What follows belongs to an exercise in optimizing a design on an open flow for small area, a short achievable clock period and few clock cycles; a production flow would make more cautious choices. No run shown here included a check of the RTL's function; only the layout flow was run.

## flow/design.v (module list and top-level ports; edited modules follow where they fit)
// module CONVCOR: 592 lines
module CONVCOR(clk, rst_n, in_valid, in_a, in_b, in_mode, out_valid, out);
  // ...
==> flow/flow/run.sh <==
#!/bin/bash
set -euo pipefail
bash standard.sh SETUP_SLACK_MARGIN=8 finish > standard_flow.log 2>&1
==> flow/standard.sh <==
#!/bin/bash
# synth_recipe.tcl (not shown) runs the flow's synth.tcl, then flattens the netlist and writes it again
# the make line also repeats each setting of config.mk as NAME=value (left out here)
make -C /OpenROAD-flow-scripts/flow DESIGN_CONFIG=/design/flow/config.mk WORK_HOME=/design/flow/orfs CLKGATE_MAP_FILE= SYNTH_SCRIPT=/design/flow/synth_recipe.tcl "${@:-finish}"
==> flow/config.mk <==
export PLATFORM = sky130hd
export DESIGN_NAME = CONVCOR
export DESIGN_NICKNAME = CONVCOR
export VERILOG_FILES = /design/flow/design.v
export SDC_FILE = /design/flow/constraint.sdc
export NUM_CORES = 4
export LEC_CHECK = 0
export CAP_MARGIN = 20
export CORE_MARGIN = 2
export CORE_UTILIZATION = 40
export SLEW_MARGIN = 20
==> flow/constraint.sdc <==
create_clock -name core_clock -period 12.5 [get_ports {clk}]
set_input_delay 2.5000 -clock core_clock [delete_from_list [all_inputs] [get_ports {clk}]]
set_output_delay 2.5000 -clock core_clock [all_outputs]
set_load 0.01 [all_outputs]
==> qor.yml, run 1 <==
yosysMostFrequentCell: "inv_1"
use_met2_pct: 32.9
nFlopsAndLatches: 208
fin_cells: 2051
hold-path-cell-count: 0
rr_startpoint: "r_top[2]"
finalCritPeriodShare_pct: 36.6
clkbuf_count: 32
grt_max_degree: 49
min_path_type: "flip-flop to flip-flop"
holdWs_ns: 0.445
fin_tns_setup_ns: 0
largest_reg_flops: 36
buffers_excl_clock: 146
worst_hold_startpoint: "A2[8]"
largest-register: "out"
cts_setup_buffers: 28
crit_start: "r_top[2]"
bufAreaShareNonClock_pct: 7.35
grt-busiest-layer: "met2"
die-area_sq_mm: 0.0389
final_area_sq_mm: 0.0180
status: "finished clean"
wire_per_inst_um: 18.9
cp_common_cell: "fa_1"
placedCellCount: 1939
synthTopCellsByCount: "inv_1 (135), a22oi_1 (127), nand2_1 (126)"
nWellTaps: 468
fin_util_pct: 48.9
grt_pass1_wl_um: 61700
clk_latency_ns: 0.56
clk_path_buf_depth: 3
==> module CONVCOR, before the edit <==
module CONVCOR(clk, rst_n, in_valid, in_a, in_b, in_mode, out_valid, out);
input clk, rst_n, in_valid, in_mode;
input [15:0] in_a, in_b;
output reg out_valid;
output reg signed [35:0] out;
reg m;
reg [3:0] cnt;
reg acc;
wire idle = (cnt == 4'd0);
wire mm = idle ? in_mode : m;
wire last = m ? (cnt == 4'd4) : (cnt == 4'd10);
wire [3:0] ncnt = idle ? {3'd0, in_valid} : (last ? 4'd0 : cnt + 4'd1);
reg [15:0] A1, A2, A3, B1, B2, B3;
wire shift = (cnt[3:2] == 2'b00) && (cnt[1:0] != 2'b11);
always @(posedge clk) begin
  if (shift) begin
    A1 <= in_a; A2 <= A1; A3 <= A2;
    B1 <= in_b; B2 <= B1; B3 <= B2;
  end
end
reg [2:0] nax, nay;
reg npx, npy, nacc, nvalid;
always @(*) begin
  nax = 3'b000; nay = 3'b000; npx = 1'b1; npy = 1'b1; nacc = 1'b0; nvalid = 1'b0;
  if (m) begin
    nacc = (cnt == 4'd1) || (cnt == 4'd2);
    nvalid = (cnt == 4'd3);
  end else begin
    case (cnt)
      4'd0: begin npx = 1'b0; nax = 3'b001; end
      4'd1: begin npx = 1'b0; npy = 1'b0; nax = 3'b001; nay = 3'b010; end
      4'd2: begin npx = 1'b0; npy = 1'b0; nax = 3'b100; nay = 3'b001; end
      4'd3: begin npx = 1'b0; npy = 1'b0; nax = 3'b010; nay = 3'b010; end
      4'd4: begin npx = 1'b0; npy = 1'b0; nax = 3'b001; nay = 3'b100; end
      4'd5: begin npx = 1'b0; npy = 1'b0; nax = 3'b010; nay = 3'b001; end
      4'd6: begin npx = 1'b0; npy = 1'b0; nax = 3'b001; nay = 3'b010; end
      4'd7: begin npx = 1'b0; npy = 1'b0; nax = 3'b001; nay = 3'b001; end
      default: ;
    endcase
    nacc = (cnt == 4'd2) || (cnt == 4'd4) || (cnt == 4'd5) || (cnt == 4'd7);
    nvalid = (cnt == 4'd1) || (cnt == 4'd3) || (cnt == 4'd6) || (cnt == 4'd8) || (cnt == 4'd9);
  end
  if (idle) begin
    nax = 3'b000; nay = 3'b000; npx = 1'b1; npy = 1'b1; nacc = 1'b0; nvalid = 1'b0;
  end
end
reg [2:0] ax, ay;
reg px, py;
always @(posedge clk) begin
  if (!rst_n) begin
    px <= 1'b1; py <= 1'b1; ax <= 3'b000; ay <= 3'b000;
  end else if (idle) begin
    px <= 1'b1; py <= 1'b1; ax <= 3'b000; ay <= 3'b000;
    if (in_valid && !in_mode) begin px <= 1'b0; ax <= 3'b001; end
  end else begin
    px <= npx; py <= npy; ax <= nax; ay <= nay;
  end
end
wire [15:0] sx = ({16{ax[0]}} & A1) | ({16{ax[1]}} & A2) | ({16{ax[2]}} & A3);
wire [15:0] sy = ({16{ay[0]}} & B1) | ({16{ay[1]}} & B2) | ({16{ay[2]}} & B3);
function [16:0] benc(input [7:0] y);    
  integer k;
  reg ym, z;
  begin
    for (k = 0; k < 3; k = k + 1) begin
      ym = (k == 0) ? 1'b0 : y[2*k-1];
      benc[k] = y[2*k] ^ ym;
      benc[3+k] = (y[2*k+1] & ~y[2*k] & ~ym) | (~y[2*k+1] & y[2*k] & ym);
      benc[6+k] = y[2*k+1];
    end
    z = y[6] ^ y[5];
    benc[9]  = ~y[7] & z;                    
    benc[10] = y[7] & z;                     
    benc[11] = ~y[7] & y[6] & y[5];          
    benc[12] = y[7] & ~y[6] & ~y[5];         
    benc[16:13] = {benc[11], benc[12], benc[9], benc[10]};
  end
endfunction
wire [16:0] er_pin = benc(in_b[15:8]), ei_pin = benc(in_b[7:0]);
wire [16:0] er_st = benc(sy[15:8]), ei_st = benc(sy[7:0]);
wire [16:0] ner = py ? er_pin : er_st;
wire [16:0] nei = py ? ei_pin : ei_st;
wire [15:0] nx = px ? in_a : sx;
wire [8:0] nnxr = -{nx[15], nx[15:8]};
wire [8:0] nnxi = -{nx[7], nx[7:0]};
reg [7:0] xr, xi;
reg [8:0] nxr, nxi;
reg [2:0] r_one, r_two, r_neg, i_one, i_two, i_nre, i_nim;
reg [3:0] r_top, i_tre, i_tim;
always @(posedge clk) begin
  xr <= nx[15:8]; xi <= nx[7:0];
  nxr <= nnxr; nxi <= nnxi;
  r_one <= ner[2:0]; r_two <= ner[5:3]; r_neg <= ner[8:6]; r_top <= ner[12:9];
  i_one <= nei[2:0]; i_two <= nei[5:3];
  i_nre <= nei[8:6] ^ {3{~mm}};
  i_nim <= nei[8:6] ^ {3{mm}};
  i_tre <= mm ? nei[12:9] : nei[16:13];
  i_tim <= mm ? nei[16:13] : nei[12:9];
end
always @(posedge clk) begin
  if (!rst_n) begin
    cnt <= 4'd0;
    out_valid <= 1'b0;
    acc <= 1'b0;
  end else begin
    cnt <= ncnt;
    m <= mm;
    out_valid <= nvalid;
    acc <= nacc;
  end
end
wire [17:0] sre, sim;
wire prr_p0_0 = (r_one[0] & xr[0]) ^ r_neg[0];
wire prr_p0_1 = ((r_one[0] & xr[1]) | (r_two[0] & xr[0])) ^ r_neg[0];
wire prr_p0_2 = ((r_one[0] & xr[2]) | (r_two[0] & xr[1])) ^ r_neg[0];
wire prr_p0_3 = ((r_one[0] & xr[3]) | (r_two[0] & xr[2])) ^ r_neg[0];
wire prr_p0_4 = ((r_one[0] & xr[4]) | (r_two[0] & xr[3])) ^ r_neg[0];
wire prr_p0_5 = ((r_one[0] & xr[5]) | (r_two[0] & xr[4])) ^ r_neg[0];
wire prr_p0_6 = ((r_one[0] & xr[6]) | (r_two[0] & xr[5])) ^ r_neg[0];
wire prr_p0_7 = ((r_one[0] & xr[7]) | (r_two[0] & xr[6])) ^ r_neg[0];
wire prr_p0_8 = ((r_one[0] & xr[7]) | (r_two[0] & xr[7])) ^ r_neg[0];
wire prr_p1_0 = (r_one[1] & xr[0]) ^ r_neg[1];
wire prr_p1_1 = ((r_one[1] & xr[1]) | (r_two[1] & xr[0])) ^ r_neg[1];
wire prr_p1_2 = ((r_one[1] & xr[2]) | (r_two[1] & xr[1])) ^ r_neg[1];
wire prr_p1_3 = ((r_one[1] & xr[3]) | (r_two[1] & xr[2])) ^ r_neg[1];
wire prr_p1_4 = ((r_one[1] & xr[4]) | (r_two[1] & xr[3])) ^ r_neg[1];
wire prr_p1_5 = ((r_one[1] & xr[5]) | (r_two[1] & xr[4])) ^ r_neg[1];
wire prr_p1_6 = ((r_one[1] & xr[6]) | (r_two[1] & xr[5])) ^ r_neg[1];
wire prr_p1_7 = ((r_one[1] & xr[7]) | (r_two[1] & xr[6])) ^ r_neg[1];
wire prr_p1_8 = ((r_one[1] & xr[7]) | (r_two[1] & xr[7])) ^ r_neg[1];
wire prr_p2_0 = (r_one[2] & xr[0]) ^ r_neg[2];
wire prr_p2_1 = ((r_one[2] & xr[1]) | (r_two[2] & xr[0])) ^ r_neg[2];
wire prr_p2_2 = ((r_one[2] & xr[2]) | (r_two[2] & xr[1])) ^ r_neg[2];
wire prr_p2_3 = ((r_one[2] & xr[3]) | (r_two[2] & xr[2])) ^ r_neg[2];
wire prr_p2_4 = ((r_one[2] & xr[4]) | (r_two[2] & xr[3])) ^ r_neg[2];
wire prr_p2_5 = ((r_one[2] & xr[5]) | (r_two[2] & xr[4])) ^ r_neg[2];
wire prr_p2_6 = ((r_one[2] & xr[6]) | (r_two[2] & xr[5])) ^ r_neg[2];
wire prr_p2_7 = ((r_one[2] & xr[7]) | (r_two[2] & xr[6])) ^ r_neg[2];
wire prr_p2_8 = ((r_one[2] & xr[7]) | (r_two[2] & xr[7])) ^ r_neg[2];
wire prr_p3_0 = (r_top[0] & xr[0]) | (r_top[1] & nxr[0]);
wire prr_p3_1 = (r_top[0] & xr[1]) | (r_top[1] & nxr[1]) | (r_top[2] & xr[0]) | (r_top[3] & nxr[0]);
wire prr_p3_2 = (r_top[0] & xr[2]) | (r_top[1] & nxr[2]) | (r_top[2] & xr[1]) | (r_top[3] & nxr[1]);
wire prr_p3_3 = (r_top[0] & xr[3]) | (r_top[1] & nxr[3]) | (r_top[2] & xr[2]) | (r_top[3] & nxr[2]);
wire prr_p3_4 = (r_top[0] & xr[4]) | (r_top[1] & nxr[4]) | (r_top[2] & xr[3]) | (r_top[3] & nxr[3]);
wire prr_p3_5 = (r_top[0] & xr[5]) | (r_top[1] & nxr[5]) | (r_top[2] & xr[4]) | (r_top[3] & nxr[4]);
wire prr_p3_6 = (r_top[0] & xr[6]) | (r_top[1] & nxr[6]) | (r_top[2] & xr[5]) | (r_top[3] & nxr[5]);
wire prr_p3_7 = (r_top[0] & xr[7]) | (r_top[1] & nxr[7]) | (r_top[2] & xr[6]) | (r_top[3] & nxr[6]);
wire prr_p3_8 = (r_top[0] & xr[7]) | (r_top[1] & nxr[8]) | (r_top[2] & xr[7]) | (r_top[3] & nxr[7]);
wire prr_p3_9 = (r_top[0] & xr[7]) | (r_top[1] & nxr[8]) | (r_top[2] & xr[7]) | (r_top[3] & nxr[8]);
wire pii_p0_0 = (i_one[0] & xi[0]) ^ i_nre[0];
wire pii_p0_1 = ((i_one[0] & xi[1]) | (i_two[0] & xi[0])) ^ i_nre[0];
wire pii_p0_2 = ((i_one[0] & xi[2]) | (i_two[0] & xi[1])) ^ i_nre[0];
wire pii_p0_3 = ((i_one[0] & xi[3]) | (i_two[0] & xi[2])) ^ i_nre[0];
wire pii_p0_4 = ((i_one[0] & xi[4]) | (i_two[0] & xi[3])) ^ i_nre[0];
wire pii_p0_5 = ((i_one[0] & xi[5]) | (i_two[0] & xi[4])) ^ i_nre[0];
wire pii_p0_6 = ((i_one[0] & xi[6]) | (i_two[0] & xi[5])) ^ i_nre[0];
wire pii_p0_7 = ((i_one[0] & xi[7]) | (i_two[0] & xi[6])) ^ i_nre[0];
wire pii_p0_8 = ((i_one[0] & xi[7]) | (i_two[0] & xi[7])) ^ i_nre[0];
wire pii_p1_0 = (i_one[1] & xi[0]) ^ i_nre[1];
wire pii_p1_1 = ((i_one[1] & xi[1]) | (i_two[1] & xi[0])) ^ i_nre[1];
wire pii_p1_2 = ((i_one[1] & xi[2]) | (i_two[1] & xi[1])) ^ i_nre[1];
wire pii_p1_3 = ((i_one[1] & xi[3]) | (i_two[1] & xi[2])) ^ i_nre[1];
wire pii_p1_4 = ((i_one[1] & xi[4]) | (i_two[1] & xi[3])) ^ i_nre[1];
wire pii_p1_5 = ((i_one[1] & xi[5]) | (i_two[1] & xi[4])) ^ i_nre[1];
wire pii_p1_6 = ((i_one[1] & xi[6]) | (i_two[1] & xi[5])) ^ i_nre[1];
wire pii_p1_7 = ((i_one[1] & xi[7]) | (i_two[1] & xi[6])) ^ i_nre[1];
wire pii_p1_8 = ((i_one[1] & xi[7]) | (i_two[1] & xi[7])) ^ i_nre[1];
wire pii_p2_0 = (i_one[2] & xi[0]) ^ i_nre[2];
wire pii_p2_1 = ((i_one[2] & xi[1]) | (i_two[2] & xi[0])) ^ i_nre[2];
wire pii_p2_2 = ((i_one[2] & xi[2]) | (i_two[2] & xi[1])) ^ i_nre[2];
wire pii_p2_3 = ((i_one[2] & xi[3]) | (i_two[2] & xi[2])) ^ i_nre[2];
wire pii_p2_4 = ((i_one[2] & xi[4]) | (i_two[2] & xi[3])) ^ i_nre[2];
wire pii_p2_5 = ((i_one[2] & xi[5]) | (i_two[2] & xi[4])) ^ i_nre[2];
wire pii_p2_6 = ((i_one[2] & xi[6]) | (i_two[2] & xi[5])) ^ i_nre[2];
wire pii_p2_7 = ((i_one[2] & xi[7]) | (i_two[2] & xi[6])) ^ i_nre[2];
wire pii_p2_8 = ((i_one[2] & xi[7]) | (i_two[2] & xi[7])) ^ i_nre[2];
wire pii_p3_0 = (i_tre[0] & xi[0]) | (i_tre[1] & nxi[0]);
wire pii_p3_1 = (i_tre[0] & xi[1]) | (i_tre[1] & nxi[1]) | (i_tre[2] & xi[0]) | (i_tre[3] & nxi[0]);
wire pii_p3_2 = (i_tre[0] & xi[2]) | (i_tre[1] & nxi[2]) | (i_tre[2] & xi[1]) | (i_tre[3] & nxi[1]);
wire pii_p3_3 = (i_tre[0] & xi[3]) | (i_tre[1] & nxi[3]) | (i_tre[2] & xi[2]) | (i_tre[3] & nxi[2]);
wire pii_p3_4 = (i_tre[0] & xi[4]) | (i_tre[1] & nxi[4]) | (i_tre[2] & xi[3]) | (i_tre[3] & nxi[3]);
wire pii_p3_5 = (i_tre[0] & xi[5]) | (i_tre[1] & nxi[5]) | (i_tre[2] & xi[4]) | (i_tre[3] & nxi[4]);
wire pii_p3_6 = (i_tre[0] & xi[6]) | (i_tre[1] & nxi[6]) | (i_tre[2] & xi[5]) | (i_tre[3] & nxi[5]);
wire pii_p3_7 = (i_tre[0] & xi[7]) | (i_tre[1] & nxi[7]) | (i_tre[2] & xi[6]) | (i_tre[3] & nxi[6]);
wire pii_p3_8 = (i_tre[0] & xi[7]) | (i_tre[1] & nxi[8]) | (i_tre[2] & xi[7]) | (i_tre[3] & nxi[7]);
wire pii_p3_9 = (i_tre[0] & xi[7]) | (i_tre[1] & nxi[8]) | (i_tre[2] & xi[7]) | (i_tre[3] & nxi[8]);
wire pri_p0_0 = (i_one[0] & xr[0]) ^ i_nim[0];
wire pri_p0_1 = ((i_one[0] & xr[1]) | (i_two[0] & xr[0])) ^ i_nim[0];
wire pri_p0_2 = ((i_one[0] & xr[2]) | (i_two[0] & xr[1])) ^ i_nim[0];
wire pri_p0_3 = ((i_one[0] & xr[3]) | (i_two[0] & xr[2])) ^ i_nim[0];
wire pri_p0_4 = ((i_one[0] & xr[4]) | (i_two[0] & xr[3])) ^ i_nim[0];
wire pri_p0_5 = ((i_one[0] & xr[5]) | (i_two[0] & xr[4])) ^ i_nim[0];
wire pri_p0_6 = ((i_one[0] & xr[6]) | (i_two[0] & xr[5])) ^ i_nim[0];
wire pri_p0_7 = ((i_one[0] & xr[7]) | (i_two[0] & xr[6])) ^ i_nim[0];
wire pri_p0_8 = ((i_one[0] & xr[7]) | (i_two[0] & xr[7])) ^ i_nim[0];
wire pri_p1_0 = (i_one[1] & xr[0]) ^ i_nim[1];
wire pri_p1_1 = ((i_one[1] & xr[1]) | (i_two[1] & xr[0])) ^ i_nim[1];
wire pri_p1_2 = ((i_one[1] & xr[2]) | (i_two[1] & xr[1])) ^ i_nim[1];
wire pri_p1_3 = ((i_one[1] & xr[3]) | (i_two[1] & xr[2])) ^ i_nim[1];
wire pri_p1_4 = ((i_one[1] & xr[4]) | (i_two[1] & xr[3])) ^ i_nim[1];
wire pri_p1_5 = ((i_one[1] & xr[5]) | (i_two[1] & xr[4])) ^ i_nim[1];
wire pri_p1_6 = ((i_one[1] & xr[6]) | (i_two[1] & xr[5])) ^ i_nim[1];
wire pri_p1_7 = ((i_one[1] & xr[7]) | (i_two[1] & xr[6])) ^ i_nim[1];
wire pri_p1_8 = ((i_one[1] & xr[7]) | (i_two[1] & xr[7])) ^ i_nim[1];
wire pri_p2_0 = (i_one[2] & xr[0]) ^ i_nim[2];
wire pri_p2_1 = ((i_one[2] & xr[1]) | (i_two[2] & xr[0])) ^ i_nim[2];
wire pri_p2_2 = ((i_one[2] & xr[2]) | (i_two[2] & xr[1])) ^ i_nim[2];
wire pri_p2_3 = ((i_one[2] & xr[3]) | (i_two[2] & xr[2])) ^ i_nim[2];
wire pri_p2_4 = ((i_one[2] & xr[4]) | (i_two[2] & xr[3])) ^ i_nim[2];
wire pri_p2_5 = ((i_one[2] & xr[5]) | (i_two[2] & xr[4])) ^ i_nim[2];
wire pri_p2_6 = ((i_one[2] & xr[6]) | (i_two[2] & xr[5])) ^ i_nim[2];
wire pri_p2_7 = ((i_one[2] & xr[7]) | (i_two[2] & xr[6])) ^ i_nim[2];
wire pri_p2_8 = ((i_one[2] & xr[7]) | (i_two[2] & xr[7])) ^ i_nim[2];
wire pri_p3_0 = (i_tim[0] & xr[0]) | (i_tim[1] & nxr[0]);
wire pri_p3_1 = (i_tim[0] & xr[1]) | (i_tim[1] & nxr[1]) | (i_tim[2] & xr[0]) | (i_tim[3] & nxr[0]);
wire pri_p3_2 = (i_tim[0] & xr[2]) | (i_tim[1] & nxr[2]) | (i_tim[2] & xr[1]) | (i_tim[3] & nxr[1]);
wire pri_p3_3 = (i_tim[0] & xr[3]) | (i_tim[1] & nxr[3]) | (i_tim[2] & xr[2]) | (i_tim[3] & nxr[2]);
wire pri_p3_4 = (i_tim[0] & xr[4]) | (i_tim[1] & nxr[4]) | (i_tim[2] & xr[3]) | (i_tim[3] & nxr[3]);
wire pri_p3_5 = (i_tim[0] & xr[5]) | (i_tim[1] & nxr[5]) | (i_tim[2] & xr[4]) | (i_tim[3] & nxr[4]);
wire pri_p3_6 = (i_tim[0] & xr[6]) | (i_tim[1] & nxr[6]) | (i_tim[2] & xr[5]) | (i_tim[3] & nxr[5]);
wire pri_p3_7 = (i_tim[0] & xr[7]) | (i_tim[1] & nxr[7]) | (i_tim[2] & xr[6]) | (i_tim[3] & nxr[6]);
wire pri_p3_8 = (i_tim[0] & xr[7]) | (i_tim[1] & nxr[8]) | (i_tim[2] & xr[7]) | (i_tim[3] & nxr[7]);
wire pri_p3_9 = (i_tim[0] & xr[7]) | (i_tim[1] & nxr[8]) | (i_tim[2] & xr[7]) | (i_tim[3] & nxr[8]);
wire pir_p0_0 = (r_one[0] & xi[0]) ^ r_neg[0];
wire pir_p0_1 = ((r_one[0] & xi[1]) | (r_two[0] & xi[0])) ^ r_neg[0];
wire pir_p0_2 = ((r_one[0] & xi[2]) | (r_two[0] & xi[1])) ^ r_neg[0];
wire pir_p0_3 = ((r_one[0] & xi[3]) | (r_two[0] & xi[2])) ^ r_neg[0];
wire pir_p0_4 = ((r_one[0] & xi[4]) | (r_two[0] & xi[3])) ^ r_neg[0];
wire pir_p0_5 = ((r_one[0] & xi[5]) | (r_two[0] & xi[4])) ^ r_neg[0];
wire pir_p0_6 = ((r_one[0] & xi[6]) | (r_two[0] & xi[5])) ^ r_neg[0];
wire pir_p0_7 = ((r_one[0] & xi[7]) | (r_two[0] & xi[6])) ^ r_neg[0];
wire pir_p0_8 = ((r_one[0] & xi[7]) | (r_two[0] & xi[7])) ^ r_neg[0];
wire pir_p1_0 = (r_one[1] & xi[0]) ^ r_neg[1];
wire pir_p1_1 = ((r_one[1] & xi[1]) | (r_two[1] & xi[0])) ^ r_neg[1];
wire pir_p1_2 = ((r_one[1] & xi[2]) | (r_two[1] & xi[1])) ^ r_neg[1];
wire pir_p1_3 = ((r_one[1] & xi[3]) | (r_two[1] & xi[2])) ^ r_neg[1];
wire pir_p1_4 = ((r_one[1] & xi[4]) | (r_two[1] & xi[3])) ^ r_neg[1];
wire pir_p1_5 = ((r_one[1] & xi[5]) | (r_two[1] & xi[4])) ^ r_neg[1];
wire pir_p1_6 = ((r_one[1] & xi[6]) | (r_two[1] & xi[5])) ^ r_neg[1];
wire pir_p1_7 = ((r_one[1] & xi[7]) | (r_two[1] & xi[6])) ^ r_neg[1];
wire pir_p1_8 = ((r_one[1] & xi[7]) | (r_two[1] & xi[7])) ^ r_neg[1];
wire pir_p2_0 = (r_one[2] & xi[0]) ^ r_neg[2];
wire pir_p2_1 = ((r_one[2] & xi[1]) | (r_two[2] & xi[0])) ^ r_neg[2];
wire pir_p2_2 = ((r_one[2] & xi[2]) | (r_two[2] & xi[1])) ^ r_neg[2];
wire pir_p2_3 = ((r_one[2] & xi[3]) | (r_two[2] & xi[2])) ^ r_neg[2];
wire pir_p2_4 = ((r_one[2] & xi[4]) | (r_two[2] & xi[3])) ^ r_neg[2];
wire pir_p2_5 = ((r_one[2] & xi[5]) | (r_two[2] & xi[4])) ^ r_neg[2];
wire pir_p2_6 = ((r_one[2] & xi[6]) | (r_two[2] & xi[5])) ^ r_neg[2];
wire pir_p2_7 = ((r_one[2] & xi[7]) | (r_two[2] & xi[6])) ^ r_neg[2];
wire pir_p2_8 = ((r_one[2] & xi[7]) | (r_two[2] & xi[7])) ^ r_neg[2];
wire pir_p3_0 = (r_top[0] & xi[0]) | (r_top[1] & nxi[0]);
wire pir_p3_1 = (r_top[0] & xi[1]) | (r_top[1] & nxi[1]) | (r_top[2] & xi[0]) | (r_top[3] & nxi[0]);
wire pir_p3_2 = (r_top[0] & xi[2]) | (r_top[1] & nxi[2]) | (r_top[2] & xi[1]) | (r_top[3] & nxi[1]);
wire pir_p3_3 = (r_top[0] & xi[3]) | (r_top[1] & nxi[3]) | (r_top[2] & xi[2]) | (r_top[3] & nxi[2]);
wire pir_p3_4 = (r_top[0] & xi[4]) | (r_top[1] & nxi[4]) | (r_top[2] & xi[3]) | (r_top[3] & nxi[3]);
wire pir_p3_5 = (r_top[0] & xi[5]) | (r_top[1] & nxi[5]) | (r_top[2] & xi[4]) | (r_top[3] & nxi[4]);
wire pir_p3_6 = (r_top[0] & xi[6]) | (r_top[1] & nxi[6]) | (r_top[2] & xi[5]) | (r_top[3] & nxi[5]);
wire pir_p3_7 = (r_top[0] & xi[7]) | (r_top[1] & nxi[7]) | (r_top[2] & xi[6]) | (r_top[3] & nxi[6]);
wire pir_p3_8 = (r_top[0] & xi[7]) | (r_top[1] & nxi[8]) | (r_top[2] & xi[7]) | (r_top[3] & nxi[7]);
wire pir_p3_9 = (r_top[0] & xi[7]) | (r_top[1] & nxi[8]) | (r_top[2] & xi[7]) | (r_top[3] & nxi[8]);
wire tre_w1 = prr_p0_2 ^ prr_p1_0;
wire tre_w2 = prr_p0_2 & prr_p1_0;
wire tre_w3 = prr_p0_4 ^ prr_p1_2 ^ prr_p2_0;
wire tre_w4 = (prr_p0_4 & prr_p1_2) | (prr_p0_4 & prr_p2_0) | (prr_p1_2 & prr_p2_0);
wire tre_w5 = r_neg[2] ^ pii_p0_4;
wire tre_w6 = r_neg[2] & pii_p0_4;
wire tre_w7 = prr_p0_5 ^ prr_p1_3 ^ prr_p2_1;
wire tre_w8 = (prr_p0_5 & prr_p1_3) | (prr_p0_5 & prr_p2_1) | (prr_p1_3 & prr_p2_1);
wire tre_w9 = pii_p0_5 ^ pii_p1_3;
wire tre_w10 = pii_p0_5 & pii_p1_3;
wire tre_w11 = prr_p0_6 ^ prr_p1_4 ^ prr_p2_2;
wire tre_w12 = (prr_p0_6 & prr_p1_4) | (prr_p0_6 & prr_p2_2) | (prr_p1_4 & prr_p2_2);
wire tre_w13 = prr_p3_0 ^ pii_p0_6 ^ pii_p1_4;
wire tre_w14 = (prr_p3_0 & pii_p0_6) | (prr_p3_0 & pii_p1_4) | (pii_p0_6 & pii_p1_4);
wire tre_w15 = pii_p2_2 ^ pii_p3_0;
wire tre_w16 = pii_p2_2 & pii_p3_0;
wire tre_w17 = prr_p0_7 ^ prr_p1_5 ^ prr_p2_3;
wire tre_w18 = (prr_p0_7 & prr_p1_5) | (prr_p0_7 & prr_p2_3) | (prr_p1_5 & prr_p2_3);
wire tre_w19 = prr_p3_1 ^ pii_p0_7 ^ pii_p1_5;
wire tre_w20 = (prr_p3_1 & pii_p0_7) | (prr_p3_1 & pii_p1_5) | (pii_p0_7 & pii_p1_5);
wire tre_w21 = pii_p2_3 ^ pii_p3_1 ^ out[25] & acc;
wire tre_w22 = (pii_p2_3 & pii_p3_1) | (pii_p2_3 & out[25] & acc) | (pii_p3_1 & out[25] & acc);
wire tre_w23 = ~(prr_p0_8) ^ prr_p1_6 ^ prr_p2_4;
wire tre_w24 = (~(prr_p0_8) & prr_p1_6) | (~(prr_p0_8) & prr_p2_4) | (prr_p1_6 & prr_p2_4);
wire tre_w25 = prr_p3_2 ^ ~(pii_p0_8) ^ pii_p1_6;
wire tre_w26 = (prr_p3_2 & ~(pii_p0_8)) | (prr_p3_2 & pii_p1_6) | (~(pii_p0_8) & pii_p1_6);
wire tre_w27 = pii_p2_4 ^ pii_p3_2 ^ out[26] & acc;
wire tre_w28 = (pii_p2_4 & pii_p3_2) | (pii_p2_4 & out[26] & acc) | (pii_p3_2 & out[26] & acc);
wire tre_w29 = prr_p1_7 ^ prr_p2_5 ^ prr_p3_3;
wire tre_w30 = (prr_p1_7 & prr_p2_5) | (prr_p1_7 & prr_p3_3) | (prr_p2_5 & prr_p3_3);
wire tre_w31 = pii_p1_7 ^ pii_p2_5 ^ pii_p3_3;
wire tre_w32 = (pii_p1_7 & pii_p2_5) | (pii_p1_7 & pii_p3_3) | (pii_p2_5 & pii_p3_3);
wire tre_w33 = out[27] & acc ^ 1'b1;
wire tre_w34 = out[27] & acc & 1'b1;
wire tre_w35 = ~(prr_p1_8) ^ prr_p2_6 ^ prr_p3_4;
wire tre_w36 = (~(prr_p1_8) & prr_p2_6) | (~(prr_p1_8) & prr_p3_4) | (prr_p2_6 & prr_p3_4);
wire tre_w37 = ~(pii_p1_8) ^ pii_p2_6 ^ pii_p3_4;
wire tre_w38 = (~(pii_p1_8) & pii_p2_6) | (~(pii_p1_8) & pii_p3_4) | (pii_p2_6 & pii_p3_4);
wire tre_w39 = out[28] & acc ^ 1'b1;
wire tre_w40 = out[28] & acc & 1'b1;
wire tre_w41 = prr_p2_7 ^ prr_p3_5 ^ pii_p2_7;
wire tre_w42 = (prr_p2_7 & prr_p3_5) | (prr_p2_7 & pii_p2_7) | (prr_p3_5 & pii_p2_7);
wire tre_w43 = ~(prr_p2_8) ^ prr_p3_6;
wire tre_w44 = ~(prr_p2_8) & prr_p3_6;
wire tre_w45 = prr_p0_0 ^ r_neg[0];
wire tre_w46 = prr_p0_0 & r_neg[0];
wire tre_w47 = tre_w1 ^ r_neg[1] ^ pii_p0_2;
wire tre_w48 = (tre_w1 & r_neg[1]) | (tre_w1 & pii_p0_2) | (r_neg[1] & pii_p0_2);
wire tre_w49 = tre_w2 ^ prr_p0_3 ^ prr_p1_1;
wire tre_w50 = (tre_w2 & prr_p0_3) | (tre_w2 & prr_p1_1) | (prr_p0_3 & prr_p1_1);
wire tre_w51 = pii_p0_3 ^ pii_p1_1;
wire tre_w52 = pii_p0_3 & pii_p1_1;
wire tre_w53 = tre_w3 ^ tre_w5 ^ pii_p1_2;
wire tre_w54 = (tre_w3 & tre_w5) | (tre_w3 & pii_p1_2) | (tre_w5 & pii_p1_2);
wire tre_w55 = pii_p2_0 ^ i_nre[2] ^ out[22] & acc;
wire tre_w56 = (pii_p2_0 & i_nre[2]) | (pii_p2_0 & out[22] & acc) | (i_nre[2] & out[22] & acc);
wire tre_w57 = tre_w4 ^ tre_w6 ^ tre_w7;
wire tre_w58 = (tre_w4 & tre_w6) | (tre_w4 & tre_w7) | (tre_w6 & tre_w7);
wire tre_w59 = tre_w9 ^ pii_p2_1 ^ out[23] & acc;
wire tre_w60 = (tre_w9 & pii_p2_1) | (tre_w9 & out[23] & acc) | (pii_p2_1 & out[23] & acc);
wire tre_w61 = tre_w8 ^ tre_w10 ^ tre_w11;
wire tre_w62 = (tre_w8 & tre_w10) | (tre_w8 & tre_w11) | (tre_w10 & tre_w11);
wire tre_w63 = tre_w13 ^ tre_w15 ^ out[24] & acc;
wire tre_w64 = (tre_w13 & tre_w15) | (tre_w13 & out[24] & acc) | (tre_w15 & out[24] & acc);
wire tre_w65 = tre_w12 ^ tre_w14 ^ tre_w16;
wire tre_w66 = (tre_w12 & tre_w14) | (tre_w12 & tre_w16) | (tre_w14 & tre_w16);
wire tre_w67 = tre_w17 ^ tre_w19 ^ tre_w21;
wire tre_w68 = (tre_w17 & tre_w19) | (tre_w17 & tre_w21) | (tre_w19 & tre_w21);
wire tre_w69 = tre_w18 ^ tre_w20 ^ tre_w22;
wire tre_w70 = (tre_w18 & tre_w20) | (tre_w18 & tre_w22) | (tre_w20 & tre_w22);
wire tre_w71 = tre_w23 ^ tre_w25 ^ tre_w27;
wire tre_w72 = (tre_w23 & tre_w25) | (tre_w23 & tre_w27) | (tre_w25 & tre_w27);
wire tre_w73 = tre_w24 ^ tre_w26 ^ tre_w28;
wire tre_w74 = (tre_w24 & tre_w26) | (tre_w24 & tre_w28) | (tre_w26 & tre_w28);
wire tre_w75 = tre_w29 ^ tre_w31 ^ tre_w33;
wire tre_w76 = (tre_w29 & tre_w31) | (tre_w29 & tre_w33) | (tre_w31 & tre_w33);
wire tre_w77 = tre_w30 ^ tre_w32 ^ tre_w34;
wire tre_w78 = (tre_w30 & tre_w32) | (tre_w30 & tre_w34) | (tre_w32 & tre_w34);
wire tre_w79 = tre_w35 ^ tre_w37 ^ tre_w39;
wire tre_w80 = (tre_w35 & tre_w37) | (tre_w35 & tre_w39) | (tre_w37 & tre_w39);
wire tre_w81 = tre_w36 ^ tre_w38 ^ tre_w40;
wire tre_w82 = (tre_w36 & tre_w38) | (tre_w36 & tre_w40) | (tre_w38 & tre_w40);
wire tre_w83 = tre_w41 ^ pii_p3_5 ^ out[29] & acc;
wire tre_w84 = (tre_w41 & pii_p3_5) | (tre_w41 & out[29] & acc) | (pii_p3_5 & out[29] & acc);
wire tre_w85 = tre_w42 ^ tre_w43 ^ ~(pii_p2_8);
wire tre_w86 = (tre_w42 & tre_w43) | (tre_w42 & ~(pii_p2_8)) | (tre_w43 & ~(pii_p2_8));
wire tre_w87 = pii_p3_6 ^ out[30] & acc ^ 1'b1;
wire tre_w88 = (pii_p3_6 & out[30] & acc) | (pii_p3_6 & 1'b1) | (out[30] & acc & 1'b1);
wire tre_w89 = tre_w44 ^ prr_p3_7 ^ pii_p3_7;
wire tre_w90 = (tre_w44 & prr_p3_7) | (tre_w44 & pii_p3_7) | (prr_p3_7 & pii_p3_7);
wire tre_w91 = prr_p3_8 ^ pii_p3_8;
wire tre_w92 = prr_p3_8 & pii_p3_8;
wire tre_w93 = ~(prr_p3_9) ^ ~(pii_p3_9);
wire tre_w94 = ~(prr_p3_9) & ~(pii_p3_9);
wire tre_w95 = tre_w45 ^ pii_p0_0;
wire tre_w96 = tre_w45 & pii_p0_0;
wire tre_w97 = tre_w46 ^ prr_p0_1 ^ pii_p0_1;
wire tre_w98 = (tre_w46 & prr_p0_1) | (tre_w46 & pii_p0_1) | (prr_p0_1 & pii_p0_1);
wire tre_w99 = tre_w47 ^ pii_p1_0 ^ i_nre[1];
wire tre_w100 = (tre_w47 & pii_p1_0) | (tre_w47 & i_nre[1]) | (pii_p1_0 & i_nre[1]);
wire tre_w101 = tre_w48 ^ tre_w49 ^ tre_w51;
wire tre_w102 = (tre_w48 & tre_w49) | (tre_w48 & tre_w51) | (tre_w49 & tre_w51);
wire tre_w103 = tre_w50 ^ tre_w52 ^ tre_w53;
wire tre_w104 = (tre_w50 & tre_w52) | (tre_w50 & tre_w53) | (tre_w52 & tre_w53);
wire tre_w105 = tre_w54 ^ tre_w56 ^ tre_w57;
wire tre_w106 = (tre_w54 & tre_w56) | (tre_w54 & tre_w57) | (tre_w56 & tre_w57);
wire tre_w107 = tre_w58 ^ tre_w60 ^ tre_w61;
wire tre_w108 = (tre_w58 & tre_w60) | (tre_w58 & tre_w61) | (tre_w60 & tre_w61);
wire tre_w109 = tre_w62 ^ tre_w64 ^ tre_w65;
wire tre_w110 = (tre_w62 & tre_w64) | (tre_w62 & tre_w65) | (tre_w64 & tre_w65);
wire tre_w111 = tre_w66 ^ tre_w68 ^ tre_w69;
wire tre_w112 = (tre_w66 & tre_w68) | (tre_w66 & tre_w69) | (tre_w68 & tre_w69);
wire tre_w113 = tre_w70 ^ tre_w72 ^ tre_w73;
wire tre_w114 = (tre_w70 & tre_w72) | (tre_w70 & tre_w73) | (tre_w72 & tre_w73);
wire tre_w115 = tre_w74 ^ tre_w76 ^ tre_w77;
wire tre_w116 = (tre_w74 & tre_w76) | (tre_w74 & tre_w77) | (tre_w76 & tre_w77);
wire tre_w117 = tre_w78 ^ tre_w80 ^ tre_w81;
wire tre_w118 = (tre_w78 & tre_w80) | (tre_w78 & tre_w81) | (tre_w80 & tre_w81);
wire tre_w119 = tre_w82 ^ tre_w84 ^ tre_w85;
wire tre_w120 = (tre_w82 & tre_w84) | (tre_w82 & tre_w85) | (tre_w84 & tre_w85);
wire tre_w121 = tre_w86 ^ tre_w88 ^ tre_w89;
wire tre_w122 = (tre_w86 & tre_w88) | (tre_w86 & tre_w89) | (tre_w88 & tre_w89);
wire tre_w123 = tre_w90 ^ tre_w91 ^ out[32] & acc;
wire tre_w124 = (tre_w90 & tre_w91) | (tre_w90 & out[32] & acc) | (tre_w91 & out[32] & acc);
wire tre_w125 = tre_w92 ^ tre_w93 ^ out[33] & acc;
wire tre_w126 = (tre_w92 & tre_w93) | (tre_w92 & out[33] & acc) | (tre_w93 & out[33] & acc);
wire tre_w127 = tre_w95 ^ i_nre[0];
wire tre_w128 = tre_w95 & i_nre[0];
wire tre_w129 = tre_w96 ^ tre_w97 ^ out[19] & acc;
wire tre_w130 = (tre_w96 & tre_w97) | (tre_w96 & out[19] & acc) | (tre_w97 & out[19] & acc);
wire tre_w131 = tre_w98 ^ tre_w99 ^ out[20] & acc;
wire tre_w132 = (tre_w98 & tre_w99) | (tre_w98 & out[20] & acc) | (tre_w99 & out[20] & acc);
wire tre_w133 = tre_w100 ^ tre_w101 ^ out[21] & acc;
wire tre_w134 = (tre_w100 & tre_w101) | (tre_w100 & out[21] & acc) | (tre_w101 & out[21] & acc);
wire tre_w135 = tre_w102 ^ tre_w103 ^ tre_w55;
wire tre_w136 = (tre_w102 & tre_w103) | (tre_w102 & tre_w55) | (tre_w103 & tre_w55);
wire tre_w137 = tre_w104 ^ tre_w105 ^ tre_w59;
wire tre_w138 = (tre_w104 & tre_w105) | (tre_w104 & tre_w59) | (tre_w105 & tre_w59);
wire tre_w139 = tre_w106 ^ tre_w107 ^ tre_w63;
wire tre_w140 = (tre_w106 & tre_w107) | (tre_w106 & tre_w63) | (tre_w107 & tre_w63);
wire tre_w141 = tre_w108 ^ tre_w109 ^ tre_w67;
wire tre_w142 = (tre_w108 & tre_w109) | (tre_w108 & tre_w67) | (tre_w109 & tre_w67);
wire tre_w143 = tre_w110 ^ tre_w111 ^ tre_w71;
wire tre_w144 = (tre_w110 & tre_w111) | (tre_w110 & tre_w71) | (tre_w111 & tre_w71);
wire tre_w145 = tre_w112 ^ tre_w113 ^ tre_w75;
wire tre_w146 = (tre_w112 & tre_w113) | (tre_w112 & tre_w75) | (tre_w113 & tre_w75);
wire tre_w147 = tre_w114 ^ tre_w115 ^ tre_w79;
wire tre_w148 = (tre_w114 & tre_w115) | (tre_w114 & tre_w79) | (tre_w115 & tre_w79);
wire tre_w149 = tre_w116 ^ tre_w117 ^ tre_w83;
wire tre_w150 = (tre_w116 & tre_w117) | (tre_w116 & tre_w83) | (tre_w117 & tre_w83);
wire tre_w151 = tre_w118 ^ tre_w119 ^ tre_w87;
wire tre_w152 = (tre_w118 & tre_w119) | (tre_w118 & tre_w87) | (tre_w119 & tre_w87);
wire tre_w153 = tre_w120 ^ tre_w121 ^ out[31] & acc;
wire tre_w154 = (tre_w120 & tre_w121) | (tre_w120 & out[31] & acc) | (tre_w121 & out[31] & acc);
wire tre_w155 = tre_w122 ^ tre_w123 ^ 1'b1;
wire tre_w156 = (tre_w122 & tre_w123) | (tre_w122 & 1'b1) | (tre_w123 & 1'b1);
wire tre_w157 = tre_w124 ^ tre_w125 ^ 1'b1;
wire tre_w158 = (tre_w124 & tre_w125) | (tre_w124 & 1'b1) | (tre_w125 & 1'b1);
wire tre_w159 = tre_w126 ^ tre_w94 ^ out[34] & acc;
wire tre_w160 = (tre_w126 & tre_w94) | (tre_w126 & out[34] & acc) | (tre_w94 & out[34] & acc);
wire tre_w161 = out[35] & acc ^ 1'b1;
wire tre_w162 = out[35] & acc & 1'b1;
wire [17:0] tre_r0 = {tre_w160, tre_w158, tre_w156, tre_w154, tre_w152, tre_w150, tre_w148, tre_w146, tre_w144, tre_w142, tre_w140, tre_w138, tre_w136, tre_w134, tre_w132, tre_w130, tre_w128, tre_w127};
wire [17:0] tre_r1 = {tre_w161, tre_w159, tre_w157, tre_w155, tre_w153, tre_w151, tre_w149, tre_w147, tre_w145, tre_w143, tre_w141, tre_w139, tre_w137, tre_w135, tre_w133, tre_w131, tre_w129, out[18] & acc};
assign sre = tre_r0 + tre_r1;
wire tim_w1 = pri_p0_2 ^ pri_p1_0;
wire tim_w2 = pri_p0_2 & pri_p1_0;
wire tim_w3 = pri_p0_4 ^ pri_p1_2 ^ pri_p2_0;
wire tim_w4 = (pri_p0_4 & pri_p1_2) | (pri_p0_4 & pri_p2_0) | (pri_p1_2 & pri_p2_0);
wire tim_w5 = i_nim[2] ^ pir_p0_4;
wire tim_w6 = i_nim[2] & pir_p0_4;
wire tim_w7 = pri_p0_5 ^ pri_p1_3 ^ pri_p2_1;
wire tim_w8 = (pri_p0_5 & pri_p1_3) | (pri_p0_5 & pri_p2_1) | (pri_p1_3 & pri_p2_1);
wire tim_w9 = pir_p0_5 ^ pir_p1_3;
wire tim_w10 = pir_p0_5 & pir_p1_3;
wire tim_w11 = pri_p0_6 ^ pri_p1_4 ^ pri_p2_2;
wire tim_w12 = (pri_p0_6 & pri_p1_4) | (pri_p0_6 & pri_p2_2) | (pri_p1_4 & pri_p2_2);
wire tim_w13 = pri_p3_0 ^ pir_p0_6 ^ pir_p1_4;
wire tim_w14 = (pri_p3_0 & pir_p0_6) | (pri_p3_0 & pir_p1_4) | (pir_p0_6 & pir_p1_4);
wire tim_w15 = pir_p2_2 ^ pir_p3_0;
wire tim_w16 = pir_p2_2 & pir_p3_0;
wire tim_w17 = pri_p0_7 ^ pri_p1_5 ^ pri_p2_3;
wire tim_w18 = (pri_p0_7 & pri_p1_5) | (pri_p0_7 & pri_p2_3) | (pri_p1_5 & pri_p2_3);
wire tim_w19 = pri_p3_1 ^ pir_p0_7 ^ pir_p1_5;
wire tim_w20 = (pri_p3_1 & pir_p0_7) | (pri_p3_1 & pir_p1_5) | (pir_p0_7 & pir_p1_5);
wire tim_w21 = pir_p2_3 ^ pir_p3_1 ^ out[7] & acc;
wire tim_w22 = (pir_p2_3 & pir_p3_1) | (pir_p2_3 & out[7] & acc) | (pir_p3_1 & out[7] & acc);
wire tim_w23 = ~(pri_p0_8) ^ pri_p1_6 ^ pri_p2_4;
wire tim_w24 = (~(pri_p0_8) & pri_p1_6) | (~(pri_p0_8) & pri_p2_4) | (pri_p1_6 & pri_p2_4);
wire tim_w25 = pri_p3_2 ^ ~(pir_p0_8) ^ pir_p1_6;
wire tim_w26 = (pri_p3_2 & ~(pir_p0_8)) | (pri_p3_2 & pir_p1_6) | (~(pir_p0_8) & pir_p1_6);
wire tim_w27 = pir_p2_4 ^ pir_p3_2 ^ out[8] & acc;
wire tim_w28 = (pir_p2_4 & pir_p3_2) | (pir_p2_4 & out[8] & acc) | (pir_p3_2 & out[8] & acc);
wire tim_w29 = pri_p1_7 ^ pri_p2_5 ^ pri_p3_3;
wire tim_w30 = (pri_p1_7 & pri_p2_5) | (pri_p1_7 & pri_p3_3) | (pri_p2_5 & pri_p3_3);
wire tim_w31 = pir_p1_7 ^ pir_p2_5 ^ pir_p3_3;
wire tim_w32 = (pir_p1_7 & pir_p2_5) | (pir_p1_7 & pir_p3_3) | (pir_p2_5 & pir_p3_3);
wire tim_w33 = out[9] & acc ^ 1'b1;
wire tim_w34 = out[9] & acc & 1'b1;
wire tim_w35 = ~(pri_p1_8) ^ pri_p2_6 ^ pri_p3_4;
wire tim_w36 = (~(pri_p1_8) & pri_p2_6) | (~(pri_p1_8) & pri_p3_4) | (pri_p2_6 & pri_p3_4);
wire tim_w37 = ~(pir_p1_8) ^ pir_p2_6 ^ pir_p3_4;
wire tim_w38 = (~(pir_p1_8) & pir_p2_6) | (~(pir_p1_8) & pir_p3_4) | (pir_p2_6 & pir_p3_4);
wire tim_w39 = out[10] & acc ^ 1'b1;
wire tim_w40 = out[10] & acc & 1'b1;
wire tim_w41 = pri_p2_7 ^ pri_p3_5 ^ pir_p2_7;
wire tim_w42 = (pri_p2_7 & pri_p3_5) | (pri_p2_7 & pir_p2_7) | (pri_p3_5 & pir_p2_7);
wire tim_w43 = ~(pri_p2_8) ^ pri_p3_6;
wire tim_w44 = ~(pri_p2_8) & pri_p3_6;
wire tim_w45 = pri_p0_0 ^ i_nim[0];
wire tim_w46 = pri_p0_0 & i_nim[0];
wire tim_w47 = tim_w1 ^ i_nim[1] ^ pir_p0_2;
wire tim_w48 = (tim_w1 & i_nim[1]) | (tim_w1 & pir_p0_2) | (i_nim[1] & pir_p0_2);
wire tim_w49 = tim_w2 ^ pri_p0_3 ^ pri_p1_1;
wire tim_w50 = (tim_w2 & pri_p0_3) | (tim_w2 & pri_p1_1) | (pri_p0_3 & pri_p1_1);
wire tim_w51 = pir_p0_3 ^ pir_p1_1;
wire tim_w52 = pir_p0_3 & pir_p1_1;
wire tim_w53 = tim_w3 ^ tim_w5 ^ pir_p1_2;
wire tim_w54 = (tim_w3 & tim_w5) | (tim_w3 & pir_p1_2) | (tim_w5 & pir_p1_2);
wire tim_w55 = pir_p2_0 ^ r_neg[2] ^ out[4] & acc;
wire tim_w56 = (pir_p2_0 & r_neg[2]) | (pir_p2_0 & out[4] & acc) | (r_neg[2] & out[4] & acc);
wire tim_w57 = tim_w4 ^ tim_w6 ^ tim_w7;
wire tim_w58 = (tim_w4 & tim_w6) | (tim_w4 & tim_w7) | (tim_w6 & tim_w7);
wire tim_w59 = tim_w9 ^ pir_p2_1 ^ out[5] & acc;
wire tim_w60 = (tim_w9 & pir_p2_1) | (tim_w9 & out[5] & acc) | (pir_p2_1 & out[5] & acc);
wire tim_w61 = tim_w8 ^ tim_w10 ^ tim_w11;
wire tim_w62 = (tim_w8 & tim_w10) | (tim_w8 & tim_w11) | (tim_w10 & tim_w11);
wire tim_w63 = tim_w13 ^ tim_w15 ^ out[6] & acc;
wire tim_w64 = (tim_w13 & tim_w15) | (tim_w13 & out[6] & acc) | (tim_w15 & out[6] & acc);
wire tim_w65 = tim_w12 ^ tim_w14 ^ tim_w16;
wire tim_w66 = (tim_w12 & tim_w14) | (tim_w12 & tim_w16) | (tim_w14 & tim_w16);
wire tim_w67 = tim_w17 ^ tim_w19 ^ tim_w21;
wire tim_w68 = (tim_w17 & tim_w19) | (tim_w17 & tim_w21) | (tim_w19 & tim_w21);
wire tim_w69 = tim_w18 ^ tim_w20 ^ tim_w22;
wire tim_w70 = (tim_w18 & tim_w20) | (tim_w18 & tim_w22) | (tim_w20 & tim_w22);
wire tim_w71 = tim_w23 ^ tim_w25 ^ tim_w27;
wire tim_w72 = (tim_w23 & tim_w25) | (tim_w23 & tim_w27) | (tim_w25 & tim_w27);
wire tim_w73 = tim_w24 ^ tim_w26 ^ tim_w28;
wire tim_w74 = (tim_w24 & tim_w26) | (tim_w24 & tim_w28) | (tim_w26 & tim_w28);
wire tim_w75 = tim_w29 ^ tim_w31 ^ tim_w33;
wire tim_w76 = (tim_w29 & tim_w31) | (tim_w29 & tim_w33) | (tim_w31 & tim_w33);
wire tim_w77 = tim_w30 ^ tim_w32 ^ tim_w34;
wire tim_w78 = (tim_w30 & tim_w32) | (tim_w30 & tim_w34) | (tim_w32 & tim_w34);
wire tim_w79 = tim_w35 ^ tim_w37 ^ tim_w39;
wire tim_w80 = (tim_w35 & tim_w37) | (tim_w35 & tim_w39) | (tim_w37 & tim_w39);
wire tim_w81 = tim_w36 ^ tim_w38 ^ tim_w40;
wire tim_w82 = (tim_w36 & tim_w38) | (tim_w36 & tim_w40) | (tim_w38 & tim_w40);
wire tim_w83 = tim_w41 ^ pir_p3_5 ^ out[11] & acc;
wire tim_w84 = (tim_w41 & pir_p3_5) | (tim_w41 & out[11] & acc) | (pir_p3_5 & out[11] & acc);
wire tim_w85 = tim_w42 ^ tim_w43 ^ ~(pir_p2_8);
wire tim_w86 = (tim_w42 & tim_w43) | (tim_w42 & ~(pir_p2_8)) | (tim_w43 & ~(pir_p2_8));
wire tim_w87 = pir_p3_6 ^ out[12] & acc ^ 1'b1;
wire tim_w88 = (pir_p3_6 & out[12] & acc) | (pir_p3_6 & 1'b1) | (out[12] & acc & 1'b1);
wire tim_w89 = tim_w44 ^ pri_p3_7 ^ pir_p3_7;
wire tim_w90 = (tim_w44 & pri_p3_7) | (tim_w44 & pir_p3_7) | (pri_p3_7 & pir_p3_7);
wire tim_w91 = pri_p3_8 ^ pir_p3_8;
wire tim_w92 = pri_p3_8 & pir_p3_8;
wire tim_w93 = ~(pri_p3_9) ^ ~(pir_p3_9);
wire tim_w94 = ~(pri_p3_9) & ~(pir_p3_9);
wire tim_w95 = tim_w45 ^ pir_p0_0;
wire tim_w96 = tim_w45 & pir_p0_0;
wire tim_w97 = tim_w46 ^ pri_p0_1 ^ pir_p0_1;
wire tim_w98 = (tim_w46 & pri_p0_1) | (tim_w46 & pir_p0_1) | (pri_p0_1 & pir_p0_1);
wire tim_w99 = tim_w47 ^ pir_p1_0 ^ r_neg[1];
wire tim_w100 = (tim_w47 & pir_p1_0) | (tim_w47 & r_neg[1]) | (pir_p1_0 & r_neg[1]);
wire tim_w101 = tim_w48 ^ tim_w49 ^ tim_w51;
wire tim_w102 = (tim_w48 & tim_w49) | (tim_w48 & tim_w51) | (tim_w49 & tim_w51);
wire tim_w103 = tim_w50 ^ tim_w52 ^ tim_w53;
wire tim_w104 = (tim_w50 & tim_w52) | (tim_w50 & tim_w53) | (tim_w52 & tim_w53);
wire tim_w105 = tim_w54 ^ tim_w56 ^ tim_w57;
wire tim_w106 = (tim_w54 & tim_w56) | (tim_w54 & tim_w57) | (tim_w56 & tim_w57);
wire tim_w107 = tim_w58 ^ tim_w60 ^ tim_w61;
wire tim_w108 = (tim_w58 & tim_w60) | (tim_w58 & tim_w61) | (tim_w60 & tim_w61);
wire tim_w109 = tim_w62 ^ tim_w64 ^ tim_w65;
wire tim_w110 = (tim_w62 & tim_w64) | (tim_w62 & tim_w65) | (tim_w64 & tim_w65);
wire tim_w111 = tim_w66 ^ tim_w68 ^ tim_w69;
wire tim_w112 = (tim_w66 & tim_w68) | (tim_w66 & tim_w69) | (tim_w68 & tim_w69);
wire tim_w113 = tim_w70 ^ tim_w72 ^ tim_w73;
wire tim_w114 = (tim_w70 & tim_w72) | (tim_w70 & tim_w73) | (tim_w72 & tim_w73);
wire tim_w115 = tim_w74 ^ tim_w76 ^ tim_w77;
wire tim_w116 = (tim_w74 & tim_w76) | (tim_w74 & tim_w77) | (tim_w76 & tim_w77);
wire tim_w117 = tim_w78 ^ tim_w80 ^ tim_w81;
wire tim_w118 = (tim_w78 & tim_w80) | (tim_w78 & tim_w81) | (tim_w80 & tim_w81);
wire tim_w119 = tim_w82 ^ tim_w84 ^ tim_w85;
wire tim_w120 = (tim_w82 & tim_w84) | (tim_w82 & tim_w85) | (tim_w84 & tim_w85);
wire tim_w121 = tim_w86 ^ tim_w88 ^ tim_w89;
wire tim_w122 = (tim_w86 & tim_w88) | (tim_w86 & tim_w89) | (tim_w88 & tim_w89);
wire tim_w123 = tim_w90 ^ tim_w91 ^ out[14] & acc;
wire tim_w124 = (tim_w90 & tim_w91) | (tim_w90 & out[14] & acc) | (tim_w91 & out[14] & acc);
wire tim_w125 = tim_w92 ^ tim_w93 ^ out[15] & acc;
wire tim_w126 = (tim_w92 & tim_w93) | (tim_w92 & out[15] & acc) | (tim_w93 & out[15] & acc);
wire tim_w127 = tim_w95 ^ r_neg[0];
wire tim_w128 = tim_w95 & r_neg[0];
wire tim_w129 = tim_w96 ^ tim_w97 ^ out[1] & acc;
wire tim_w130 = (tim_w96 & tim_w97) | (tim_w96 & out[1] & acc) | (tim_w97 & out[1] & acc);
wire tim_w131 = tim_w98 ^ tim_w99 ^ out[2] & acc;
wire tim_w132 = (tim_w98 & tim_w99) | (tim_w98 & out[2] & acc) | (tim_w99 & out[2] & acc);
wire tim_w133 = tim_w100 ^ tim_w101 ^ out[3] & acc;
wire tim_w134 = (tim_w100 & tim_w101) | (tim_w100 & out[3] & acc) | (tim_w101 & out[3] & acc);
wire tim_w135 = tim_w102 ^ tim_w103 ^ tim_w55;
wire tim_w136 = (tim_w102 & tim_w103) | (tim_w102 & tim_w55) | (tim_w103 & tim_w55);
wire tim_w137 = tim_w104 ^ tim_w105 ^ tim_w59;
wire tim_w138 = (tim_w104 & tim_w105) | (tim_w104 & tim_w59) | (tim_w105 & tim_w59);
wire tim_w139 = tim_w106 ^ tim_w107 ^ tim_w63;
wire tim_w140 = (tim_w106 & tim_w107) | (tim_w106 & tim_w63) | (tim_w107 & tim_w63);
wire tim_w141 = tim_w108 ^ tim_w109 ^ tim_w67;
wire tim_w142 = (tim_w108 & tim_w109) | (tim_w108 & tim_w67) | (tim_w109 & tim_w67);
wire tim_w143 = tim_w110 ^ tim_w111 ^ tim_w71;
wire tim_w144 = (tim_w110 & tim_w111) | (tim_w110 & tim_w71) | (tim_w111 & tim_w71);
wire tim_w145 = tim_w112 ^ tim_w113 ^ tim_w75;
wire tim_w146 = (tim_w112 & tim_w113) | (tim_w112 & tim_w75) | (tim_w113 & tim_w75);
wire tim_w147 = tim_w114 ^ tim_w115 ^ tim_w79;
wire tim_w148 = (tim_w114 & tim_w115) | (tim_w114 & tim_w79) | (tim_w115 & tim_w79);
wire tim_w149 = tim_w116 ^ tim_w117 ^ tim_w83;
wire tim_w150 = (tim_w116 & tim_w117) | (tim_w116 & tim_w83) | (tim_w117 & tim_w83);
wire tim_w151 = tim_w118 ^ tim_w119 ^ tim_w87;
wire tim_w152 = (tim_w118 & tim_w119) | (tim_w118 & tim_w87) | (tim_w119 & tim_w87);
wire tim_w153 = tim_w120 ^ tim_w121 ^ out[13] & acc;
wire tim_w154 = (tim_w120 & tim_w121) | (tim_w120 & out[13] & acc) | (tim_w121 & out[13] & acc);
wire tim_w155 = tim_w122 ^ tim_w123 ^ 1'b1;
wire tim_w156 = (tim_w122 & tim_w123) | (tim_w122 & 1'b1) | (tim_w123 & 1'b1);
wire tim_w157 = tim_w124 ^ tim_w125 ^ 1'b1;
wire tim_w158 = (tim_w124 & tim_w125) | (tim_w124 & 1'b1) | (tim_w125 & 1'b1);
wire tim_w159 = tim_w126 ^ tim_w94 ^ out[16] & acc;
wire tim_w160 = (tim_w126 & tim_w94) | (tim_w126 & out[16] & acc) | (tim_w94 & out[16] & acc);
wire tim_w161 = out[17] & acc ^ 1'b1;
wire tim_w162 = out[17] & acc & 1'b1;
wire [17:0] tim_r0 = {tim_w160, tim_w158, tim_w156, tim_w154, tim_w152, tim_w150, tim_w148, tim_w146, tim_w144, tim_w142, tim_w140, tim_w138, tim_w136, tim_w134, tim_w132, tim_w130, tim_w128, tim_w127};
wire [17:0] tim_r1 = {tim_w161, tim_w159, tim_w157, tim_w155, tim_w153, tim_w151, tim_w149, tim_w147, tim_w145, tim_w143, tim_w141, tim_w139, tim_w137, tim_w135, tim_w133, tim_w131, tim_w129, out[0] & acc};
assign sim = tim_r0 + tim_r1;
always @(posedge clk) out <= {sre, sim};
endmodule
==> run 2: changes to the inputs <==
--- a/flow/design.v
+++ b/flow/design.v
@@ -13,10 +13,8 @@
 reg [15:0] A1, A2, A3, B1, B2, B3;
 wire shift = (cnt[3:2] == 2'b00) && (cnt[1:0] != 2'b11);
 always @(posedge clk) begin
-  if (shift) begin
-    A1 <= in_a; A2 <= A1; A3 <= A2;
-    B1 <= in_b; B2 <= B1; B3 <= B2;
-  end
+  A1 <= shift ? in_a : A3; A2 <= A1; A3 <= A2;
+  B1 <= shift ? in_b : B3; B2 <= B1; B3 <= B2;
 end
 reg [2:0] nax, nay;
 reg npx, npy, nacc, nvalid;
@@ -27,14 +25,13 @@
     nvalid = (cnt == 4'd3);
   end else begin
     case (cnt)
-      4'd0: begin npx = 1'b0; nax = 3'b001; end
       4'd1: begin npx = 1'b0; npy = 1'b0; nax = 3'b001; nay = 3'b010; end
       4'd2: begin npx = 1'b0; npy = 1'b0; nax = 3'b100; nay = 3'b001; end
-      4'd3: begin npx = 1'b0; npy = 1'b0; nax = 3'b010; nay = 3'b010; end
-      4'd4: begin npx = 1'b0; npy = 1'b0; nax = 3'b001; nay = 3'b100; end
+      4'd3: begin npx = 1'b0; npy = 1'b0; nax = 3'b100; nay = 3'b100; end
+      4'd4: begin npx = 1'b0; npy = 1'b0; nax = 3'b100; nay = 3'b010; end
       4'd5: begin npx = 1'b0; npy = 1'b0; nax = 3'b010; nay = 3'b001; end
-      4'd6: begin npx = 1'b0; npy = 1'b0; nax = 3'b001; nay = 3'b010; end
-      4'd7: begin npx = 1'b0; npy = 1'b0; nax = 3'b001; nay = 3'b001; end
+      4'd6: begin npx = 1'b0; npy = 1'b0; nax = 3'b010; nay = 3'b100; end
+      4'd7: begin npx = 1'b0; npy = 1'b0; nax = 3'b100; nay = 3'b100; end
       default: ;
     endcase
     nacc = (cnt == 4'd2) || (cnt == 4'd4) || (cnt == 4'd5) || (cnt == 4'd7);
==> qor.yml, run 2 <==
fin_util_pct: 49.8  # was 48.9%
antenna_found_initial: 0  # was 1
synth-simple-area-share_pct: 8.42  # was 8.75%
slowest_delay_ns: 0.55  # about the same
drtPass1Iterations: 6  # unchanged
syn-cell-area_sq_mm: 0.0144  # was 0.0149 sq mm
largest_reg_flops: 36  # unchanged
synth_top_area_cell: "dfxtp_1"  # was edfxtp_1
cts_buffers: 25  # was 24
h-tree-depth: 1  # unchanged
fmax_ghz: 0.221  # was 0.219 GHz
cp_common_cell: "fa_1"  # unchanged
synthAdderAreaFrac_pct: 22.0  # was 21.2%
ys.flop_type: "dfxtp_1"  # unchanged
synth_edf_count: 1  # was 97
ys_top_cells_by_area: "dfxtp_1 (29%), fa_1 (14%), ha_1 (7.8%)"  # was edfxtp_1 (19%), dfxtp_1 (15%), fa_1 (14%)
ctsHoldBuffers: 0  # unchanged
die_w_um: 194  # was 197 um
critPathBufInv: 2  # was 1
grt_pass1_wl_um: 61600  # was 61700 um
wire_per_inst_um: 18.5  # was 18.9 um
synth_xor_xnor_area_share_pct: 11.5  # was 11.0%
clk_pin_slew_ns: 0.06  # about the same
setup_viol: 0  # unchanged
grt_usage_pct: 20.2  # was 20.1%
final_layout_size_suffix_gt1_share_pct: 20.6  # was 16.9%
syn-num-nets: 1758  # was 1718
cp_max_fo: 9  # was 3
critPathCaptureType: "flip-flop"  # unchanged
min_period_ns: 4.53  # was 4.58 ns
slowest_stage: "fa_1"  # unchanged
cts.sinks: 208  # unchanged
fp.dieH_um: 194  # was 197 um
min_path_type: "flip-flop to flip-flop"  # unchanged
drt_iter0_drc: 896  # was 864
hold_viol_final: 0  # unchanged
ys_async_sr_fraction_pct: 0  # unchanged
nets: 1854  # was 1793
final_antenna_net_count: 0  # unchanged
fillers: 3193  # was 3331
largest-register: "out"  # unchanged
start_kind: "flip-flop"  # unchanged
rows: 69  # was 70
tightest_slew_ns: 0.889  # was 0.890 ns
seq_area_sq_mm: 0.00432  # was 0.00528 sq mm
syn_area_per_cell_sq_um: 9.42  # was 10.0 sq um
finalCritPeriodShare_pct: 36.3  # was 36.6%
slew_viol_final: 0  # unchanged
vias_per_cell: 5.39  # was 5.54
synth-warning-count: 1  # unchanged
root_buffer: "clkbuf_16"  # unchanged
fin_tns_setup_ns: 0  # unchanged
synthMuxAreaShare_pct: 4.39  # was 1.38%
io-pin-count: 73  # unchanged
port_buffers: 72  # unchanged
grt_pass1_vias: 11400  # about the same
yosysMostFrequentCell: "dfxtp_1"  # was inv_1
die-area_sq_mm: 0.0376  # was 0.0389 sq mm
status: "finished clean"  # unchanged
dr_total_vias: 11400  # about the same
core_area_sq_mm: 0.0355  # was 0.0367 sq mm
yosysSeqAreaShare_pct: 29.0  # was 34.4%
synth_cell_types: 63  # was 66
clk_path_buf_depth: 3  # unchanged
rsz0062_at_grt: "yes"  # unchanged
wl_um: 39000  # was 38800 um
worstPathRequired_ns: 12.94  # was 12.99 ns
netlist.area_leader.share_pct: 28.8  # was 19.5%
cap_violations: 0  # unchanged
synth_compound_area_share_pct: 17.9  # was 17.4%
cp.arrival_ns: 4.97  # was 5.06 ns
fin_worst_skew_ns: 0.0167  # was 0.0108 ns
grt_max_degree: 51  # was 49
worstSetupPathType: "flip-flop to flip-flop"  # unchanged
worstPathCellList: "a22oi_1 > xor2_1 > fa_1 > fa_1 > fa_1 > inv_1 > fa_1 > ha_4 > a21o_1 > nor2b_2 > o21ai_2 > a311oi_4 > buf_6 > o21bai_1 > a21o_1 > xor2_1"  # was or2_4 > a222oi_1 > fa_1 > fa_2 > fa_1 > inv_2 > fa_1 > ha_4 > a21o_4 > a2111oi_4 > a21oi_2 > a221oi_2 > o21ba_2 > xnor2_1
holdWs_ns: 0.338  # was 0.445 ns
clk_latency_ns: 0.55  # was 0.56 ns
synth_top_family_by_area: "adder cells"  # unchanged
diodes: 0  # unchanged
max-slew-margin-rel_pct: 40.7  # about the same
synth_seq_cells: 208  # unchanged
final_cell_mix: "dfxtp_1 (162), inv_1 (146), nand2_1 (120)"  # was inv_1 (133), nand2_1 (126), xnor2_1 (118)
layout_commonest_cell: "dfxtp_1"  # was inv_1
area_delta_synth_final_pct: 22.8  # was 20.2%
multiInputGateArea_sq_mm: 0.00980  # was 0.00939 sq mm
synthTopCellsByCount: "dfxtp_1 (207), inv_1 (148), a22oi_1 (125)"  # was inv_1 (135), a22oi_1 (127), nand2_1 (126)
crit_family: "adder cells"  # unchanged
gp_congestion: 0.882  # was 0.902
drc: 0  # unchanged
overflow: 0  # unchanged
start_util_pct: 40.6  # was 40.7%
cts_tree: "yes"  # unchanged
syn-instance-count: 1530  # was 1490
dp_hpwl_um: 26700  # was 27200 um
[run 2: cell count changes in the layout (fill, tap and decap cells not counted), sizes merged, moves of 5 or more]
| cell | change |
|---|---|
| mux2i | +9 |
| inv | +13 |
| nor3 | -7 |
| nor2 | -7 |
| buf | +29 |
| edfxtp | -96 |
| dfxtp | +96 |
| nand2 | -5 |
| mux2 | +31 |
[run 2: per-layer routing]
metal	routed length [um]	GRT usage [%]
met1	17200	27.1
met2	17900	32.3
met3	2740	4.05
met4	1150	7.18
met5	0	0
[run 2: final cells by class]
type                            instances  area share, %
Tap cell                              461           3.26
Inverter                              150           3.23
Clock inverter                         17           1.20
Timing Repair Buffer                  175           8.76
Multi-Input combinational cell       1066           55.4
Sequential cell                       208           24.4
Clock buffer                           29           3.74
[run 2: cells by family (layout without fill, tap and decap cells)]
family | Yosys count | count (layout)
simple gates | 268 | 268
fa+ha+maj | 192 | 192
mux | 58 | 58
flops | 208 | 208
compound gates | 359 | 359
xor+xnor | 189 | 189
buf+inv | 256 | 371
[run 2: stage by stage]
| stage | area [sq um] | std cells | worst slack [ns] |
|---|---|---|---|
| 2_1_floorplan | 14500 | 1530 | 8.00 |
| 3_3_place_gp | 15400 | 1963 | 7.17 |
| 3_5_place_dp | 15400 | 1963 | 7.12 |
| 4_1_cts | 17200 | 2074 | 8.00 |
| 5_1_grt | 17700 | 2106 | 7.84 |
| 6_report | 17700 | 2106 | 7.97 |
[run 2: timing repair]
item / CTS / global route
gates cloned: 0 / 0
setup endpoints to repair: 21 / 12
gates resized for setup: 126 / 57
pin swaps: 16 / 40
setup buffers: 65 / 32
[run 2: worst register-to-register path: cells and delay by family (launching register included)]
kind | cells | cell delay (ns)
flops | 1 | 0.40
fa+ha+maj | 5 | 2.23
buf+inv | 2 | 0.21
simple gates | 1 | 0.12
xor+xnor | 2 | 0.38
compound gates | 6 | 1.07
[run 2: final timing paths]
kind              endpoint  slack [ns]   from  depth (start not counted)
hold / removal       A2[8]        0.34  A1[8]                          0
hold reg to reg      A2[8]        0.34  A1[8]                          0
setup reg to reg   out[32]        7.97  xr[6]                         16
setup / recovery   out[32]        7.97  xr[6]                         16

## afterwards: timing with drivers on the ports
No port has a modelled driver above. Below, the same layouts with a new extraction and two added sets of constraints.
Step 1 assumes that a clkbuf_16 drives the clock port and a buf_2 every other input.
Step 2 also shifts input and output timing later by t, the mid clock arrival at the registers, as if the neighbouring blocks saw the same clock.
a / b / c = ideal / step 1 / step 2; a / b = the first two.
| run | t, ns | setup WS [ns] | worst hold slack (ns) | worst setup path after step 2 | slew at the worst register clock pin (ns) |
|---|---|---|---|---|---|
| run 1 | 0.602 | 7.924 / 7.924 / 7.924 | 0.445 / 0.445 / 0.445 | register to register | 0.07 / 0.07 |
| run 2 | 0.597 | 7.968 / 7.968 / 7.968 | 0.338 / 0.338 / 0.338 | register to register | 0.07 / 0.07 |
After both steps every run listed still meets setup and hold.
